Background: an optimization exercise with open tools, aiming at small area, a short achievable clock period and few clock cycles per item. Do not read the settings as production practice. At most, simulation tests tie the RTL to the original design; equivalence was not proved. No driver is modelled on the clock port, so clocking that relies on it looks cheaper here than on a real chip. Power and IR drop assume default switching activity.

==> flow/design.v (excerpt) <==
module wb_slave_register #(
    parameter ADDR_WIDTH = 16,
    parameter DATA_WIDTH = 32,
    parameter GRANULE = 8,
    parameter REGISTER_NUM = 16,
    parameter SEL_WIDTH = DATA_WIDTH / GRANULE
) (
    input wire rst_i,
    input wire clk_i,
    input wire [ADDR_WIDTH-1:0] adr_i,
    input wire [DATA_WIDTH-1:0] dat_i,
    output reg [DATA_WIDTH-1:0] dat_o,
    input wire [SEL_WIDTH-1:0] sel_i,
    input wire we_i,
    input wire stb_i,
    output wire ack_o,
    output wire err_o,
    input wire cyc_i
);
    reg [DATA_WIDTH-1:0] register_value [0:REGISTER_NUM-1];
    reg ack;
    reg err;
    wire in_range = (adr_i < REGISTER_NUM);
    wire [3:0] idx = adr_i[3:0];
    wire wr = ack & we_i;
    wire [DATA_WIDTH-1:0] wdata = dat_i & {DATA_WIDTH{~rst_i}};
    integer i, b;
    always @(posedge clk_i) begin
        for (i = 0; i < REGISTER_NUM; i = i + 1) begin
            for (b = 0; b < SEL_WIDTH; b = b + 1) begin
                if (rst_i | (wr & (idx == i) & sel_i[b])) begin
                    register_value[i][b*GRANULE+:GRANULE] <= wdata[b*GRANULE+:GRANULE];
                end
            end
        end
    end
    always @(posedge clk_i) begin
        if (rst_i) begin
            ack <= 1'b0;
            err <= 1'b0;
        end else begin
            ack <= stb_i & in_range & ~ack;
            err <= stb_i & ~in_range & ~err;
        end
    end
    always @(posedge clk_i) begin
        dat_o <= register_value[idx];
    end
    assign ack_o = ack;
    assign err_o = err;
endmodule
clock: 5.0 ns
lec_check: 0
abc_clock_period_in_ps: 1000
cap_margin: 20
core_margin: 2
core_utilization: 60
setup_slack_margin: 2.8
slew_margin: 20
run.sh (not shown) runs the stock make flow with config.mk's settings and CLKGATE_MAP_FILE= SYNTH_SCRIPT=/design/flow/synth_recipe.tcl, a recipe that flattens the netlist after the stock synthesis.
Rerun with:
--- a/flow/config.mk
+++ b/flow/config.mk
@@ -7,3 +7,2 @@
 export LEC_CHECK = 0
-export ABC_CLOCK_PERIOD_IN_PS = 1000
 export CAP_MARGIN = 20
@@ -11,3 +10,3 @@
 export CORE_UTILIZATION = 60
-export SETUP_SLACK_MARGIN = 2.8
+export SETUP_SLACK_MARGIN = 3.2
 export SLEW_MARGIN = 20
Result:
- The new run ran to the end with no violations
- die area stays the same
- fmax grows by 6.0%
- worst setup slack improved by 130 ps
- worst hold slack stays flat
Rerun with:
--- a/flow/config.mk
+++ b/flow/config.mk
@@ -10,3 +10,3 @@
 export CORE_UTILIZATION = 60
-export SETUP_SLACK_MARGIN = 3.2
+export SETUP_SLACK_MARGIN = 3.0
 export SLEW_MARGIN = 20
Synthesized cell count is unchanged.
Fmax falls by 0.34%.
Utilization drops by 7.6 points.
Die area is unchanged.
Cell area goes down by 9.2%.
Global-route usage went down by 5.5 points.
Worst setup slack degrades by 7.2 ps.
Clock skew is about the same.
Synthesized area is unchanged.
Via count decreases by about 12%.
Hold slack is worse by 8.3 ps.
Rerun with:
--- a/flow/config.mk
+++ b/flow/config.mk
@@ -7,2 +7,3 @@
 export LEC_CHECK = 0
+export ABC_CLOCK_PERIOD_IN_PS = 1000
 export CAP_MARGIN = 20
@@ -10,3 +11,3 @@
 export CORE_UTILIZATION = 60
-export SETUP_SLACK_MARGIN = 3.0
+export SETUP_SLACK_MARGIN = 2.5
 export SLEW_MARGIN = 20
- die area does not change
- clock skew drops by 9.2 ps
- fmax drops by 15%
No functional check of the RTL was part of any run of this note.

* * *

Another version of the RTL of wb_slave_register (not shown whole).
Size in the first run: about 91 I/O pins.
Settings: LEC_CHECK=0, CAP_MARGIN=20, CORE_MARGIN=2, CORE_UTILIZATION=75, CTS_BUF_LIST=sky130_fd_sc_hd__clkbuf_8, CTS_CLUSTER_DIAMETER=60, CTS_CLUSTER_SIZE=16, SETUP_SLACK_MARGIN=3.05, SLEW_MARGIN=20; clock period 5.0 ns.
Testbench counts at the start, summed over its fixed seeds: cycles 14,392, items 4,800.
Edit:
--- a/flow/config.mk
+++ b/flow/config.mk
@@ -9,6 +9,6 @@
 export CORE_MARGIN = 2
-export CORE_UTILIZATION = 75
-export CTS_BUF_LIST = sky130_fd_sc_hd__clkbuf_8
-export CTS_CLUSTER_DIAMETER = 60
-export CTS_CLUSTER_SIZE = 16
+export CORE_UTILIZATION = 60
+export CTS_BUF_LIST = sky130_fd_sc_hd__clkbuf_4 sky130_fd_sc_hd__clkbuf_8
+export CTS_CLUSTER_DIAMETER = 50
+export CTS_CLUSTER_SIZE = 12
 export SETUP_SLACK_MARGIN = 3.05
=> Synthesized area is unchanged; cell area went up by about 1.2%; core utilization went down by 17 points; worst hold slack hardly moves; sequential power went down by about 0.9%.
Edit:
--- a/flow/config.mk
+++ b/flow/config.mk
@@ -10,5 +10,5 @@
 export CORE_UTILIZATION = 60
-export CTS_BUF_LIST = sky130_fd_sc_hd__clkbuf_4 sky130_fd_sc_hd__clkbuf_8
-export CTS_CLUSTER_DIAMETER = 50
-export CTS_CLUSTER_SIZE = 12
+export CTS_BUF_LIST = sky130_fd_sc_hd__clkbuf_16
+export CTS_CLUSTER_DIAMETER = 80
+export CTS_CLUSTER_SIZE = 32
 export SETUP_SLACK_MARGIN = 3.05
What happened: The changed run ran to the end with no violations; first-iteration DRC count came out higher by 11%; global-route usage came out lower by 0.24 points; core utilization rises by 0.39 points; worst setup slack gains 0.010 ns; hold slack gets better by 0.0034 ns; cell count came out lower by 2.0%; design area rises by 0.54%; power went down by 4.4%; clock power fell by 16%.
Edit:
--- a/flow/config.mk
+++ b/flow/config.mk
@@ -10,6 +10,6 @@
 export CORE_UTILIZATION = 60
-export CTS_BUF_LIST = sky130_fd_sc_hd__clkbuf_16
-export CTS_CLUSTER_DIAMETER = 80
-export CTS_CLUSTER_SIZE = 32
-export SETUP_SLACK_MARGIN = 3.05
+export CTS_BUF_LIST = sky130_fd_sc_hd__clkbuf_4 sky130_fd_sc_hd__clkbuf_8
+export CTS_CLUSTER_DIAMETER = 50
+export CTS_CLUSTER_SIZE = 12
+export SETUP_SLACK_MARGIN = 2.9
 export SLEW_MARGIN = 20
After rerunning: The new run finished clean; fmax goes down by a few percent; worst setup slack gets worse by 0.048 ns; power rises by a few percent; via count fell slightly; cell count goes up by a few percent; clock-buffer cell count is higher by 65; routed wire length decreases slightly.

* * *

build 75:
wb_slave_register, a different RTL version from the one above (not shown whole).
For scale: ~1,100 cells after synthesis, roughly 560 flip-flops, about 91 I/O pins, roughly 20,000 um^2 of cells after synthesis.
export LEC_CHECK = 0
export CAP_MARGIN = 20
export CORE_MARGIN = 2
export CORE_UTILIZATION = 60
export CTS_BUF_LIST = sky130_fd_sc_hd__clkbuf_8
export CTS_CLUSTER_DIAMETER = 60
export CTS_CLUSTER_SIZE = 16
export SETUP_SLACK_MARGIN = 3.05
export SLEW_MARGIN = 20
export SYNTH_HIERARCHICAL = 1
export SYNTH_MINIMUM_KEEP_SIZE = 0
create_clock -name core_clock -period 5.0 [get_ports {clk_i}]
standard.sh (not shown) runs the stock make flow with config.mk's settings and CLKGATE_MAP_FILE= SYNTH_SCRIPT=/design/flow/synth_recipe.tcl, a recipe that flattens the netlist after the stock synthesis.
==> flow/flow/run.sh <==
#!/bin/bash
# The standard layout, with the port buffers that buffer_ports inserts made
# from a small plain buffer instead of the delay buffer it picks by default;
# the resizer upsizes the ones on critical paths as usual.
set -euo pipefail
export BUFFER_PORTS_ARGS="-buffer_cell sky130_fd_sc_hd__buf_2"
bash standard.sh finish > flow_standard.log 2>&1
Testbench counts of build 75, summed over its fixed seeds: cycles 14,392, items 4,800.
Input-level comparison between build 71 and build 75:
- a change of SETUP_SLACK_MARGIN from 3.05 to 3.15
==> flow/flow/run.sh <==
#!/bin/bash
# The standard layout, with one change at the end of clock tree synthesis
# (flow/post_cts.tcl, run through ORFS's POST_CTS_TCL hook): the tree's root
# buffer, which drives only the few buffers of the tree's first level, is
# removed and the clock port drives those buffers directly; timing is then
# repaired again as the CTS step does. Every register's clock still goes
# through the same number of buffers, so the skew between registers is
# unchanged.
set -euo pipefail
export POST_CTS_TCL="$PWD/flow/post_cts.tcl"
bash standard.sh finish > flow_standard.log 2>&1
==> flow/flow/post_cts.tcl (new file) <==
set block [ord::get_db_block]
set clk_net [$block findNet clk_i]
set loads [$clk_net getITerms]
set root ""
if {[llength $loads] == 1} {
  set root [[lindex $loads 0] getInst]
  if {![string match "sky130_fd_sc_hd__clkbuf_*" [[$root getMaster] getName]]} {
    set root ""
  }
}
if {$root != ""} {
  set out_net [[$root findITerm X] getNet]
  set sinks {}
  foreach it [$out_net getITerms] {
    if {[$it getInst] != $root} { lappend sinks $it }
  }
  if {[llength $sinks] <= 4} {
    puts "post_cts: removing [$root getName], moving [llength $sinks] pins to clk_i"
    foreach it $sinks {
      $it disconnect
      $it connect $clk_net
    }
    [$root findITerm A] disconnect
    odb::dbInst_destroy $root
    odb::dbNet_destroy $out_net
    estimate_parasitics -placement
    repair_timing_helper
    detailed_placement
    check_placement -verbose
  } else {
    puts "post_cts: root buffer drives [llength $sinks] pins; nothing changed"
  }
} else {
  puts "post_cts: clock port does not drive a single clock buffer; nothing changed"
}
==> comparison <==
Build 71 | status: complete | timing, DRC, antenna: pass
Build 71 reports its end point of the critical path as wrow[6]$_DFF_P_ while build 75 reports dat_o[11].
Against build 75, build 71 reports a first-iteration DRC count that is higher.
Build 71 vs. build 75: layout overhead on the synthesized area +7.2 points, global-route usage +0.41 points, final area +1500 um^2.
Inputs modified between build 71 and build 47:
- swapping 3.15 for 3.05 in SETUP_SLACK_MARGIN
==> flow/run.sh (new file) <==
#!/bin/bash
# synth_recipe.tcl (not shown) runs the flow's synth.tcl, then flattens the netlist and writes it again
# the make line also repeats each setting of config.mk as NAME=value (left out here)
make -C /OpenROAD-flow-scripts/flow DESIGN_CONFIG=/design/flow/config.mk WORK_HOME=/design/flow/orfs CLKGATE_MAP_FILE= SYNTH_SCRIPT=/design/flow/synth_recipe.tcl finish
removed: flow/flow/run.sh
removed: flow/flow/post_cts.tcl
removed: flow/standard.sh
==> notes.md <==
- Total net switching power, build 47 and build 71: lower on build 47
- First-pass GRT wire length, build 47 and build 71: higher on build 71
- Build 47 vs build 71, start-to-end type of the worst setup path: reg -> out vs in -> reg
- Compared with build 71, build 47 is more frugal on power.
- Final cell area: build 47 below build 71
- Compared with build 71, build 47 shows total power per unit cell area higher by 10 nW/um^2.
- Looking only at DRC marker count from the first detailed-route iteration, and setting everything else aside, the higher value of build 47 and build 71 goes to build 47.
- Delta (build 47 minus build 71): leakage power fell by 0.29 nW; post-detailed-route wirelength per cell fell by 2.8%; met3 routing resource usage after global routing fell by 0.71 points.
- A termination of the worst setup path of dat_o[13] is what build 47 shows, while wrow[6]$_DFF_P_ belongs to build 71.
- Number of well taps delta (build 47 -> build 71): insignificant

* * *

The RTL this note starts from:
==> flow/design.v <==
`default_nettype none
module wb_slave_register #(
    parameter ADDR_WIDTH = 16,
    parameter DATA_WIDTH = 32,
    parameter GRANULE = 8,
    parameter REGISTER_NUM = 16,
    parameter SEL_WIDTH = DATA_WIDTH / GRANULE
) (
    input wire rst_i,
    input wire clk_i,
    input wire [ADDR_WIDTH-1:0] adr_i,
    input wire [DATA_WIDTH-1:0] dat_i,
    output reg [DATA_WIDTH-1:0] dat_o,
    input wire [SEL_WIDTH-1:0] sel_i,
    input wire we_i,
    input wire stb_i,
    output wire ack_o,
    output wire err_o,
    input wire cyc_i
);
    reg [DATA_WIDTH-1:0] register_value [0:REGISTER_NUM-1];
    reg ack;
    reg err;
    wire in_range = (adr_i < REGISTER_NUM);
    wire [3:0] idx = adr_i[3:0];
    wire wr = ack & we_i;
    wire [DATA_WIDTH-1:0] wdata = dat_i & {DATA_WIDTH{~rst_i}};
    integer i, b;
    always @(posedge clk_i) begin
        for (i = 0; i < REGISTER_NUM; i = i + 1) begin
            for (b = 0; b < SEL_WIDTH; b = b + 1) begin
                if (rst_i | (wr & (idx == i) & sel_i[b])) begin
                    register_value[i][b*GRANULE+:GRANULE] <= wdata[b*GRANULE+:GRANULE];
                end
            end
        end
    end
    always @(posedge clk_i) begin
        if (rst_i) begin
            ack <= 1'b0;
            err <= 1'b0;
        end else begin
            ack <= stb_i & in_range & ~ack;
            err <= stb_i & ~in_range & ~err;
        end
    end
    wire [REGISTER_NUM-1:0] rsel;
    reg [DATA_WIDTH-1:0] rdata;
    genvar g;
    generate for (g = 0; g < REGISTER_NUM; g = g + 1) begin : dec
        assign rsel[g] = (idx == g);
    end endgenerate
    always @(*) begin
        rdata = {DATA_WIDTH{1'b0}};
        for (i = 0; i < REGISTER_NUM; i = i + 1)
            rdata = rdata | (register_value[i] & {DATA_WIDTH{rsel[i]}});
    end
    always @(posedge clk_i) begin
        dat_o <= rdata;
    end
    assign ack_o = ack;
    assign err_o = err;
endmodule
clock: 5.0 ns
lec_check: 0
cap_margin: 20
core_margin: 2
core_utilization: 60
cts_buf_list: sky130_fd_sc_hd__clkbuf_8
cts_cluster_diameter: 60
cts_cluster_size: 16
setup_slack_margin: 3.05
slew_margin: 20
run.sh (not shown) runs the stock make flow with config.mk's settings and CLKGATE_MAP_FILE= SYNTH_SCRIPT=/design/flow/synth_recipe.tcl, a recipe that flattens the netlist after the stock synthesis.
Stock flow here: none of the scripts above is used.
Testbench counts at the start, summed over its fixed seeds: cycles 14,392, items 4,800.
Change:
- SETUP_SLACK_MARGIN: 3.05 -> 2.9
=> Worst hold slack gets worse by 0.0088 ns; combinational power fell by a little under a tenth; setup slack loses 0.11 ns; utilization fell by 2.8 points; fmax shrinks by a few percent; count of clock-buffer cells in the layout is unchanged; cell area drops by a few percent; routed wire length shrinks by a few percent; register-to-register slack is worse by 0.05 ns; via count shrinks slightly.
Change:
==> flow/flow/run.sh (new file) <==
#!/bin/bash
# The standard layout, with one change after clock tree synthesis: the tree's
# root buffer, which drives only the few buffers of the tree's first level,
# is removed and the clock port drives those buffers directly. Every
# register's clock still goes through the same number of buffers of the
# tree, so the skew between registers is unchanged.
set -euo pipefail
res=orfs/results/${FLOW_PLATFORM}/wb_slave_register/base
bash standard.sh cts > flow_1_to_cts.log 2>&1
openroad -no_init -exit flow/unroot.tcl > flow_2_unroot.log 2>&1
bash standard.sh finish > flow_3_to_finish.log 2>&1
==> flow/flow/unroot.tcl (new file) <==
set odb_file orfs/results/$::env(FLOW_PLATFORM)/wb_slave_register/base/4_cts.odb
read_db $odb_file
set block [ord::get_db_block]
set clk_net [$block findNet clk_i]
set loads [$clk_net getITerms]
if {[llength $loads] != 1} {
  puts "clk_i drives [llength $loads] cell pins; nothing changed"
  exit 0
}
set root [[lindex $loads 0] getInst]
set master [[$root getMaster] getName]
if {![string match "sky130_fd_sc_hd__clkbuf_*" $master]} {
  puts "clk_i drives $master; nothing changed"
  exit 0
}
set out_net [[$root findITerm X] getNet]
set sinks {}
foreach it [$out_net getITerms] {
  if {[$it getInst] != $root} { lappend sinks $it }
}
if {[llength $sinks] > 4} {
  puts "root buffer drives [llength $sinks] pins; nothing changed"
  exit 0
}
puts "removing [$root getName] ($master), moving [llength $sinks] pins to clk_i"
foreach it $sinks {
  $it disconnect
  $it connect $clk_net
  puts "  [[$it getInst] getName]/[[$it getMTerm] getName]"
}
[$root findITerm A] disconnect
odb::dbInst_destroy $root
odb::dbNet_destroy $out_net
write_db $odb_file
puts "done"
==> flow/standard.sh (new file) <==
#!/bin/bash
# synth_recipe.tcl (not shown) runs the flow's synth.tcl, then flattens the netlist and writes it again
# the make line also repeats each setting of config.mk as NAME=value (left out here)
make -C /OpenROAD-flow-scripts/flow DESIGN_CONFIG=/design/flow/config.mk WORK_HOME=/design/flow/orfs CLKGATE_MAP_FILE= SYNTH_SCRIPT=/design/flow/synth_recipe.tcl "${@:-finish}"
- SETUP_SLACK_MARGIN: 2.9 -> 3.05
removed: flow/run.sh
Effect: Register-to-register slack improved by 0.02 ns. Worst hold slack improved by 0.013 ns. Total power came out higher by 3.3%. Worst setup slack improved by 0.029 ns. Synthesized cell count stays the same. Global-route usage came out lower by 0.64 points. Wire length came out higher by 19%.
Change:
==> flow/flow/run.sh (replaced) <==
#!/bin/bash
# The standard layout, with the port buffers that buffer_ports inserts made
# from the smallest plain buffer instead of the delay buffer it picks by
# default; the resizer upsizes the ones on critical paths as usual.
set -euo pipefail
export BUFFER_PORTS_ARGS="-buffer_cell sky130_fd_sc_hd__buf_1"
bash standard.sh finish > standard_flow.log 2>&1
removed: flow/flow/unroot.tcl
=> Final cell count went down by 1.0%; clock power went up by about 6%; via count went down by 1.7%.
Change:
==> flow/run.sh (new file) <==
#!/bin/bash
# synth_recipe.tcl (not shown) runs the flow's synth.tcl, then flattens the netlist and writes it again
# the make line also repeats each setting of config.mk as NAME=value (left out here)
make -C /OpenROAD-flow-scripts/flow DESIGN_CONFIG=/design/flow/config.mk WORK_HOME=/design/flow/orfs CLKGATE_MAP_FILE= SYNTH_SCRIPT=/design/flow/synth_recipe.tcl finish
- CTS_BUF_LIST: sky130_fd_sc_hd__clkbuf_8 -> unset
- CTS_CLUSTER_DIAMETER: 60 -> unset
- CTS_CLUSTER_SIZE: 16 -> unset
- SETUP_SLACK_MARGIN: 3.05 -> 2.9
removed: flow/flow/run.sh
removed: flow/standard.sh
Outcome:
- The new run completed without violations
- maximum frequency hardly moves
- core utilization fell by 2.2 points
- worst setup slack gets worse by 0.0041 ns
- worst hold slack degrades by 0.012 ns
- via count shrinks by 5.9%
- wire length fell by 12%
- synthesized cell count does not change
- area after synthesis is unchanged
- power rises by 14%
- cell count falls by 2.5%
- non-clock buffer count came out lower by 70

what the ideal ports hide:
How much do the figures lean on ideal ports? The routed layouts below were timed once more, with nothing changed but the port constraints.
Step 1: set_driving_cell puts a clkbuf_16 on clk_i and a buf_2 on each other input, an assumption about the parent block.
Step 2 moves the port delays by t, midway between the first and last clock arrival at a register: inputs arrive t later, outputs are due t later. That takes back most of the time a late clock gives input paths.
a / b / c = ideal / step 1 / step 2; a / b = the first two.
| run | t (ns) | setup WS [ns] | worst setup path at the end | worst data-port slew with drivers (ns) | cell pins on the clock port's net |
|---|---|---|---|---|---|
| the first run of note 1 | 0.639 | 2.777 / 2.746 / 2.107 | input to register | 0.10 | 1 |
| the second run of note 1 | 0.675 | 2.903 / 2.797 / 2.122 | input to register | 0.30 | 1 |
| the third run of note 1 | 0.651 | 2.896 / 2.840 / 2.199 | input to register | 0.26 | 1 |
| the fourth run of note 1 | 0.621 | 2.512 / 2.444 / 1.823 | input to register | 0.14 | 1 |
| the first run of note 2 | 0.639 | 2.916 / 2.865 / 2.358 | input to register | 0.08 | 1 |
| the second run of note 2 | 0.646 | 2.935 / 2.884 / 2.373 | input to register | 0.10 | 1 |
| the third run of note 2 | 0.614 | 2.945 / 2.892 / 2.415 | input to register | 0.10 | 1 |
| the fourth run of note 2 | 0.677 | 2.897 / 2.869 / 2.232 | input to register | 0.04 | 1 |
| build 75 | 0.633 | 2.955 / 2.906 / 2.476 | input to register | 0.06 | 1 |
| build 71 | 0.484 | 3.059 / 3.053 / 2.618 | input to register | 0.18 | 4 |
| build 47 | 0.616 | 2.976 / 2.924 / 2.473 | input to register | 0.06 | 1 |
| the first run of note 4 | 0.622 | 2.958 / 2.905 / 2.364 | input to register | 0.10 | 1 |
| the second run of note 4 | 0.619 | 2.849 / 2.878 / 2.259 | input to register | 0.04 | 1 |
| the third run of note 4 | 0.484 | 2.879 / 2.815 / 2.331 | input to register | 0.21 | 4 |
| the fourth run of note 4 | 0.628 | 2.884 / 2.866 / 2.238 | input to register | 0.11 | 1 |
| the fifth run of note 4 | 0.635 | 2.880 / 2.891 / 2.276 | input to register | 0.04 | 1 |
After both steps setup and hold are still met in every run listed. For the second run of note 1, which loses most, drivers alone change the setup slack by -0.106 ns; drivers and shift together by -0.781 ns.
